What follows belongs to an exercise in optimizing a design on an open flow for small area, a short achievable clock period and few clock cycles; a production flow would make more cautious choices. Where RTL was checked, it was by simulation tests only, not by an equivalence proof against the original. Power is estimated from default activity; no workload was simulated.

// simple_cpu
module simple_cpu (
    input clk,
    input rst_n,
    input instr_valid,
    input [15:0] instr,
    output instr_ready,
    input [7:0] mem_rdata,
    input mem_ready,
    output reg mem_req,
    output reg mem_we,
    output [7:0] mem_addr,
    output [7:0] mem_wdata,
    output reg done,
    output reg [3:0] flags   
);
Size in the first run: about 920 cells after synthesis, about 100 flip-flops, roughly 52 I/O pins, about 6600 sq um of cells after synthesis.
==> flow/config.mk <==
export PLATFORM = sky130hd
export DESIGN_NAME = simple_cpu
export DESIGN_NICKNAME = simple_cpu
export VERILOG_FILES = /design/flow/design.v
export SDC_FILE = /design/flow/constraint.sdc
export NUM_CORES = 4
export LEC_CHECK = 0
export ABC_AREA = 1
export CAP_MARGIN = 20
export CORE_MARGIN = 2
export CORE_UTILIZATION = 40
export CTS_BUF_LIST = sky130_fd_sc_hd__clkbuf_8
export CTS_CLUSTER_SIZE = 30
export SETUP_SLACK_MARGIN = 2.4
export SLEW_MARGIN = 20
==> flow/constraint.sdc <==
create_clock -name core_clock -period 5.0 [get_ports {clk}]
set_input_delay 1.0000 -clock core_clock [delete_from_list [all_inputs] [get_ports {clk}]]
set_output_delay 1.0000 -clock core_clock [all_outputs]
set_load 0.01 [all_outputs]
standard.sh (not shown) runs the stock make flow with config.mk's settings and CLKGATE_MAP_FILE= SYNTH_SCRIPT=/design/flow/synth_recipe.tcl, a recipe that flattens the netlist after the stock synthesis.
==> flow/flow/run.sh <==
#!/bin/bash
# Standard layout, with plain buf_1 cells as the port buffers and resizing not
# held to each cell's footprint.
set -euo pipefail
bash standard.sh "BUFFER_PORTS_ARGS=-buffer_cell sky130_fd_sc_hd__buf_1" MATCH_CELL_FOOTPRINT=0 finish > make_finish.log 2>&1
==> next run, changes <==
--- a/flow/config.mk
+++ b/flow/config.mk
@@ -12,2 +11,0 @@
-export CTS_BUF_LIST = sky130_fd_sc_hd__clkbuf_8
-export CTS_CLUSTER_SIZE = 30
- wire length rose by about 0.35%
- clock-buffer cell count rose by 1
- via count rose by about 0.3%
- hold slack got worse by 0.0073 ns
No run of this note included a check of the RTL's function; only the layout flow was run.

* * *

The RTL this note starts from:
==> flow/design.v <==
module simple_cpu (
    input clk,
    input rst_n,
    input instr_valid,
    input [15:0] instr,
    output instr_ready,
    input [7:0] mem_rdata,
    input mem_ready,
    output reg mem_req,
    output reg mem_we,
    output [7:0] mem_addr,
    output [7:0] mem_wdata,
    output reg done,
    output reg [3:0] flags   
);
  reg [7:0] regfile[0:7];
  reg x_alu;   
  reg x_fix;   
  reg [2:0] x_rd;
  reg [3:0] x_imm;
  reg c_add, c_sub, c_g, c_p, c_shl, c_shr;
  reg [7:0] opa;   
  reg [7:0] opb;   
  reg a_c4;   
  integer i;
  wire x_ld = mem_req & ~mem_we;
  wire mwait = mem_req & ~mem_ready;
  wire stall = x_fix | mwait;
  assign instr_ready = ~stall;
  wire accept = instr_valid & ~stall;
  assign mem_wdata = opa;
  assign mem_addr = {opb[7:4] + {3'b000, a_c4}, opb[3:0]};
  wire [7:0] bx = opb ^ {8{c_sub}};
  wire [7:0] p = opa ^ bx;
  wire [7:0] g = opa & bx;
  wire [7:0] g1, p1, g2, p2, g3, p3;
  genvar k;
  generate
    for (k = 0; k < 8; k = k + 1) begin : pfx
      if (k % 2 == 1) begin : l1a
        assign g1[k] = g[k] | (p[k] & g[k-1]);
        assign p1[k] = p[k] & p[k-1];
      end else begin : l1b
        assign g1[k] = g[k];
        assign p1[k] = p[k];
      end
      if (k % 4 >= 2) begin : l2a
        assign g2[k] = g1[k] | (p1[k] & g1[(k/4)*4+1]);
        assign p2[k] = p1[k] & p1[(k/4)*4+1];
      end else begin : l2b
        assign g2[k] = g1[k];
        assign p2[k] = p1[k];
      end
      if (k >= 4) begin : l3a
        assign g3[k] = g2[k] | (p2[k] & g2[3]);
        assign p3[k] = p2[k] & p2[3];
      end else begin : l3b
        assign g3[k] = g2[k];
        assign p3[k] = p2[k];
      end
    end
  endgenerate
  wire [7:0] cy = {g3[6:0] | (p3[6:0] & {7{c_sub}}), c_sub};
  wire [7:0] sum = p ^ cy;
  wire [7:0] shl = opa << opb[2:0];
  wire [7:0] shr = opa >> opb[2:0];
  wire [7:0] alu_res = ({8{c_add}} & sum) | ({8{c_g}} & g) | ({8{c_p}} & p) |
                       ({8{c_shl}} & shl) | ({8{c_shr}} & shr);
  wire [7:0] wr_val = alu_res | ({8{x_ld}} & mem_rdata);
  wire wr_en = x_alu | (x_ld & mem_ready);
  wire [3:0] i_op = instr[15:12];
  wire [2:0] i_rd = instr[11:9];
  wire [2:0] i_rs = instr[7:5];
  wire [3:0] i_imm = instr[3:0];
  wire i_alu = (i_op >= 4'h1) && (i_op <= 4'h8);
  wire i_mem = (i_op == 4'h9) || (i_op == 4'hA);
  wire i_immop = (i_op == 4'h6) || (i_op == 4'h7) || (i_op == 4'h8);
  wire [2:0] ra = i_rd;
  wire [2:0] rb = i_rs;
  wire [3:0] ri = i_imm;
  wire [7:0] ra_oh = 8'b1 << ra;
  wire [7:0] rb_oh = 8'b1 << rb;
  reg [7:0] rf_a, rf_b;
  always @(*) begin
    rf_a = 8'h00;
    rf_b = 8'h00;
    for (i = 0; i < 8; i = i + 1) begin
      rf_a = rf_a | ({8{ra_oh[i]}} & regfile[i]);
      rf_b = rf_b | ({8{rb_oh[i]}} & regfile[i]);
    end
  end
  wire [3:0] lp = rf_b[3:0] ^ ri;
  wire [3:0] lg = rf_b[3:0] & ri;
  wire lc1 = lg[0];
  wire lc2 = lg[1] | (lp[1] & lg[0]);
  wire lc3 = lg[2] | (lp[2] & lg[1]) | (lp[2] & lp[1] & lg[0]);
  wire lc4 = lg[3] | (lp[3] & lg[2]) | (lp[3] & lp[2] & lg[1]) | (lp[3] & lp[2] & lp[1] & lg[0]);
  wire [4:0] lo = {lc4, lp[3] ^ lc3, lp[2] ^ lc2, lp[1] ^ lc1, lp[0]};
  wire [4:0] lo_fix = {1'b0, opb[3:0]} + {1'b0, x_imm};
  wire fwd_a = wr_en && (x_rd == i_rd);
  wire hz_b = wr_en && (x_rd == i_rs);   
  wire fwd_b = hz_b && !i_immop;
  wire [7:0] opb_rf = i_mem ? {rf_b[7:4], lo[3:0]} : (i_immop ? {4'h0, i_imm} : rf_b);
  always @(posedge clk) begin
    c_add <= accept & ((i_op == 4'h1) || (i_op == 4'h2) || (i_op == 4'h6));
    c_sub <= accept & (i_op == 4'h2);
    c_g   <= accept & ((i_op == 4'h3) || (i_op == 4'h4));   
    c_p   <= accept & ((i_op == 4'h4) || (i_op == 4'h5));   
    c_shl <= accept & (i_op == 4'h7) & !i_imm[3];
    c_shr <= accept & (i_op == 4'h8) & !i_imm[3];
    opa <= ({8{stall}} & opa) | ({8{~stall & fwd_a}} & wr_val) | ({8{~stall & ~fwd_a}} & rf_a);
    opb <= ({8{mwait}} & opb) | ({8{x_fix}} & {opb[7:4], lo_fix[3:0]}) |
           ({8{~stall & fwd_b}} & wr_val) | ({8{~stall & ~fwd_b}} & opb_rf);
    a_c4 <= (mwait & a_c4) | (x_fix & lo_fix[4]) | (~stall & lo[4]);
    if (!stall) begin
      x_rd  <= i_rd;
      x_imm <= i_imm;
      mem_we <= (i_op == 4'hA);
    end
  end
  always @(posedge clk or negedge rst_n) begin
    if (!rst_n) begin
      x_alu <= 1'b0;
      x_fix <= 1'b0;
      mem_req <= 1'b0;
      done <= 1'b0;
      flags <= 4'b0;
      for (i = 0; i < 8; i = i + 1) regfile[i] <= 8'h0;
    end else begin
      x_alu <= accept & i_alu;
      if (x_fix) begin
        x_fix <= 1'b0;
        mem_req <= 1'b1;
      end else if (!mwait) begin
        x_fix <= accept & i_mem & hz_b;
        mem_req <= accept & i_mem & ~hz_b;
      end
      if (accept && i_op == 4'hF) done <= 1'b1;
      if (wr_en) regfile[x_rd] <= wr_val;
      if (x_alu) begin
        flags[3] <= (alu_res == 8'h0);
        flags[2] <= alu_res[7];
      end
    end
  end
endmodule
clock: 5.0 ns
lec_check: 0
abc_area: 1
cap_margin: 20
core_margin: 2
core_utilization: 40
setup_slack_margin: 2.7
slew_margin: 20
==> flow/flow/run.sh <==
#!/bin/bash
# Standard layout, with plain buf_1 cells as the port buffers.
set -euo pipefail
bash standard.sh "BUFFER_PORTS_ARGS=-buffer_cell sky130_fd_sc_hd__buf_1" finish > make_finish.log 2>&1
Testbench counts at the start, summed over its fixed seeds: cycles 4,970.
Edit:
==> flow/flow/run.sh (replaced) <==
#!/bin/bash
# Standard layout, with plain buf_1 cells as the port buffers, resizing not held
# to each cell's footprint, and downsizing of non-critical cells after repair.
set -euo pipefail
bash standard.sh "BUFFER_PORTS_ARGS=-buffer_cell sky130_fd_sc_hd__buf_1" MATCH_CELL_FOOTPRINT=0 RECOVER_POWER=100 finish > make_finish.log 2>&1
SETUP_SLACK_MARGIN = 2.5   (was 2.7)
Outcome: This time the run completed and failed the layout checks on max-capacitance violations, max-slew violations. Cell area shrinks by 2.2%. Worst setup slack is worse by 0.53 ns. Total power shrinks by 0.93%. Critical path depth shrinks by 6. Global-route usage hardly moves. Via count shrinks by 1.6%. Flip-flop and latch count does not change.
Edit:
==> flow/flow/run.sh (replaced) <==
#!/bin/bash
# Standard layout, with plain buf_1 cells as the port buffers.
set -euo pipefail
bash standard.sh "BUFFER_PORTS_ARGS=-buffer_cell sky130_fd_sc_hd__buf_1" finish > make_finish.log 2>&1
What happened:
- The changed run ran to the end with no violations
- cell count drops slightly
- synthesized area stays the same
- wire length goes down slightly
- power hardly moves

* * *

Another version of the RTL of simple_cpu (not shown whole).
Size in the first run: roughly 100 flip-flops, about 52 I/O pins.
export LEC_CHECK = 0
export ABC_AREA = 1
export CAP_MARGIN = 20
export CORE_MARGIN = 2
export CORE_UTILIZATION = 40
export SETUP_SLACK_MARGIN = 2.4
export SLEW_MARGIN = 20
export TNS_END_PERCENT = 10
create_clock -name core_clock -period 5.0 [get_ports {clk}]
==> flow/flow/run.sh <==
#!/bin/bash
# Standard layout, with plain buf_1 cells as the port buffers and resizing not
# held to each cell's footprint.
set -euo pipefail
bash standard.sh "BUFFER_PORTS_ARGS=-buffer_cell sky130_fd_sc_hd__buf_1" MATCH_CELL_FOOTPRINT=0 finish > make_finish.log 2>&1
Testbench counts at the start, summed over its fixed seeds: cycles 4,970.
Edit:
CTS_BUF_LIST = sky130_fd_sc_hd__clkbuf_16   (was default)
CTS_CLUSTER_SIZE = 50   (was default)
TNS_END_PERCENT = default   (was 10)
Result: The new run produced a clean layout. Via count fell by 1.3%. Core utilization rose by 0.21 points. Worst setup slack improved by 86 ps. Clock-buffer cell count does not change. Die area does not change. Global-route usage barely changes. Final cell count fell by 0.43%. Routed wire length fell by 2.2%. Maximum frequency rose by 3.4%.
Edit:
ABC_AREA = default   (was 1)
CTS_BUF_LIST = default   (was sky130_fd_sc_hd__clkbuf_16)
CTS_CLUSTER_SIZE = default   (was 50)
Total power grows by a little under a tenth.
Final cell count came out lower by about a fifth.
Cell area rose by roughly a tenth.
Wire length is lower slightly.
Worst hold slack is worse by 7.3 ps.
Core utilization came out higher by 4.8 points.
Via count is lower by a little under a tenth.
Non-clock buffer count goes up by 53.
Sequential power went up by a few percent.
Flip-flop and latch count does not change.
Setup slack gets worse by 180 ps.
Edit:
ABC_AREA = 1   (was default)
CTS_BUF_LIST = sky130_fd_sc_hd__clkbuf_8   (was default)
CTS_CLUSTER_SIZE = 30   (was default)
SETUP_SLACK_MARGIN = 2.45   (was 2.4)
Synthesized area falls slightly.
Synthesized cell count rises by a quarter to a third.
Power falls by roughly a tenth.
Wire length rises slightly.
Core utilization falls by 4.4 points.
Die area falls slightly.
Edit:
==> flow/flow/run.sh (replaced) <==
#!/bin/bash
# Standard synthesis; then the combinational logic between the registers is
# mapped again for area (registers untouched); then the standard layout, with
# plain buf_1 cells as the port buffers and resizing not held to footprints.
set -euo pipefail
W=$PWD
R=$W/orfs/results/$FLOW_PLATFORM/simple_cpu/base
ARGS=("BUFFER_PORTS_ARGS=-buffer_cell sky130_fd_sc_hd__buf_1" MATCH_CELL_FOOTPRINT=0)
bash standard.sh "${ARGS[@]}" synth > make_synth.log 2>&1
cp "$R/1_2_yosys.v" "$W/1_2_yosys_standard.v"
LIB=$FLOW_HOME/platforms/$FLOW_PLATFORM/lib/sky130_fd_sc_hd__tt_025C_1v80.lib
sed -e "s|@LIB@|$LIB|g" -e "s|@IN@|$W/1_2_yosys_standard.v|" -e "s|@OUT@|$W/1_2_yosys_remap.v|" flow/remap.ys > remap_run.ys
yosys -s remap_run.ys > yosys_remap.log 2>&1
cp "$W/1_2_yosys_remap.v" "$R/1_2_yosys.v"
rm -f "$R/1_synth.odb" "$R/1_synth.sdc"
bash standard.sh "${ARGS[@]}" finish > make_finish.log 2>&1
==> flow/flow/remap.ys (new file) <==
# Area re-mapping of the standard synthesis's combinational logic. The
# registers stay as they are: same instances, names and cell types.
read_liberty -ignore_miss_func @LIB@
setattr -mod -set keep_hierarchy 1 sky130_fd_sc_hd__df* sky130_fd_sc_hd__edf* sky130_fd_sc_hd__sdf* sky130_fd_sc_hd__dl*
read_verilog @IN@
hierarchy -top simple_cpu
flatten
delete t:$scopeinfo
opt -purge
abc -liberty @LIB@ -dont_use *probe* -dont_use *lpflow* -script +strash;dch;map,-B,0.9;topo simple_cpu
opt_clean -purge
splitnets
opt_clean -purge
hilomap -singleton -hicell sky130_fd_sc_hd__conb_1 HI -locell sky130_fd_sc_hd__conb_1 LO
insbuf -buf sky130_fd_sc_hd__buf_4 A X
select simple_cpu
tee -o remap_stat.txt stat -liberty @LIB@
write_verilog -noattr -noexpr -nohex -nodec -selected @OUT@
CTS_BUF_LIST = default   (was sky130_fd_sc_hd__clkbuf_8)
CTS_CLUSTER_SIZE = default   (was 30)
SETUP_SLACK_MARGIN = 2.4   (was 2.45)
=>
- The new run completed with no timing, DRC or antenna violations
- core utilization rose by 1.7 points
- wire length rose by 4.2%
- cell area fell by 0.50%
- clock skew is about the same
- non-clock buffer count rose by 3
- worst hold slack stays flat
- combinational power hardly moves
- sequential share of layout area rose by 0.20 points

* * *

== JK ==
simple_cpu, a different RTL version from the one above (not shown whole).
Size in the first run: ~1000 cells after synthesis, about 0.0072 mm^2 of cells after synthesis.
Settings: LEC_CHECK=0, ABC_AREA=1, CAP_MARGIN=20, CORE_MARGIN=2, CORE_UTILIZATION=40, SETUP_SLACK_MARGIN=2.3, SLEW_MARGIN=20; clock period 5.0 ns.
run.sh (not shown) runs the stock make flow with config.mk's settings and CLKGATE_MAP_FILE= SYNTH_SCRIPT=/design/flow/synth_recipe.tcl, a recipe that flattens the netlist after the stock synthesis.
Stock flow here: none of the scripts above is used.
JK: full flow OK, the timing, DRC and antenna checks passed
[inputs] MS vs JK
--- a/flow/config.mk
+++ b/flow/config.mk
@@ -12 +12 @@
-export SETUP_SLACK_MARGIN = 2.3
+export SETUP_SLACK_MARGIN = 2.45
Notes after the runs:
Going from JK to MS, first-pass GRT wire length now sits higher, met2 wire length now larger, cell area shows an increase of 1.2%, area growth from synthesis to layout went up by 1.5 points, slew at the pin closest to its max-slew limit level. MS finished end to end and its layout was clean on timing, DRC and antenna. Internal power contribution of MS is on par with JK.
Function was not checked in any run of this note: the RTL went through the layout flow alone.

* * *

simple_cpu, a different RTL version from the one above (not shown whole).
Size: roughly 52 I/O pins, about 0.0065 sq mm of cells after synthesis.
make LEC_CHECK=0 ABC_AREA=1 CAP_MARGIN=20 CORE_MARGIN=2 CORE_UTILIZATION=40 SETUP_SLACK_MARGIN=2.6 SLEW_MARGIN=20 finish   # period 5.0 ns
Testbench counts at the start, summed over its fixed seeds: cycles 4,872.
Next try:
ABC_AREA = unset   (was 1)
SETUP_SLACK_MARGIN = unset   (was 2.6)
The new run ran to the end with no violations; synthesized area is higher by 3.3%; wire length is lower by 12%; global-route usage falls by 3.0 points; clock-buffer cell count fell by 1; worst hold slack is better by 13 ps.

* * *

Setup of the baseline:
Another version of the RTL of simple_cpu (not shown whole).
Size: roughly 1000 cells after synthesis, roughly 110 flip-flops, ~52 I/O pins, roughly 7000 um^2 of cells after synthesis.
// simple_cpu
module simple_cpu (
    input clk,
    input rst_n,
    input instr_valid,
    input [15:0] instr,
    output instr_ready,
    input [7:0] mem_rdata,
    input mem_ready,
    output reg mem_req,
    output reg mem_we,
    output [7:0] mem_addr,
    output [7:0] mem_wdata,
    output reg done,
    output reg [3:0] flags   
);
make LEC_CHECK=0 ABC_AREA=1 CAP_MARGIN=20 CORE_MARGIN=2 CORE_UTILIZATION=40 SETUP_SLACK_MARGIN=2.0 SLEW_MARGIN=20 finish   # period 5.0 ns
Testbench counts of the baseline, summed over its fixed seeds: cycles 4,970.
Here is what was changed in the inputs of the candidate compared with the baseline.
- a change of SETUP_SLACK_MARGIN from 2.0 to 2.4
==> summary.txt <==
- The candidate vs the baseline, overall power after layout went up by 0.015 mW.
- Comparing the baseline with the candidate, the routed wirelength normalized by instance count came out essentially unchanged.
- Sort the baseline and the candidate by utilization desc -> top: the candidate
- There was hardly any difference in global-route met2 utilization between the candidate and the baseline.

-- re-timing with driven ports --
The flow's constraints put no driver on any port. The routed layouts listed below were extracted and timed again, unchanged, in two steps.
Step 1 (the two cells are an assumption about what drives the block):
set clk [get_ports {clk}]
set_driving_cell -lib_cell sky130_fd_sc_hd__clkbuf_16 $clk
set_driving_cell -lib_cell sky130_fd_sc_hd__buf_2 [delete_from_list [all_inputs] $clk]
Step 2, shift: input delay + t, output delay - t, t = (earliest + latest rising clock arrival at the registers) / 2. This alone moves slack from input paths to output paths.
Slacks: ideal ports / drivers / drivers and shift; pairs: ideal ports / drivers.
run	t (ns)	setup slack, ns	worst setup path after step 2	slew at the worst register clock pin (ns)
the first run of note 1	0.415	2.448 / 2.426 / 2.011	input to register	0.11 / 0.11
the second run of note 1	0.392	2.395 / 2.367 / 1.975	input to register	0.07 / 0.07
the first run of note 2	0.395	2.377 / 2.371 / 1.976	input to register	0.07 / 0.07
the second run of note 2	0.397	1.847 / 1.847 / 1.500	input to register	0.08 / 0.08
the third run of note 2	0.398	2.447 / 2.427 / 2.029	input to register	0.08 / 0.08
the first run of note 3	0.386	2.377 / 2.357 / 1.994	input to register	0.07 / 0.07
the second run of note 3	0.401	2.463 / 2.432 / 2.053	input to register	0.07 / 0.07
the third run of note 3	0.397	2.279 / 2.259 / 1.862	input to register	0.07 / 0.07
the fourth run of note 3	0.408	2.459 / 2.442 / 2.033	input to register	0.10 / 0.10
the fifth run of note 3	0.396	2.389 / 2.365 / 2.047	input to register	0.08 / 0.08
JK	0.402	2.137 / 2.121 / 1.719	input to register	0.08 / 0.08
MS	0.400	2.197 / 2.181 / 1.780	input to register	0.08 / 0.08
the first run of note 5	0.386	2.096 / 2.056 / 2.128	register to register	0.07 / 0.07
the second run of note 5	0.378	0.890 / 0.890 / 0.890	register to register	0.07 / 0.07
the baseline	0.395	2.080 / 2.100 / 1.706	input to register	0.08 / 0.08
the candidate	0.402	2.163 / 2.146 / 1.744	input to register	0.08 / 0.08
The setup slack of the first run of note 1, which loses most, moves by -0.022 ns with the drivers and by -0.437 ns with both steps.
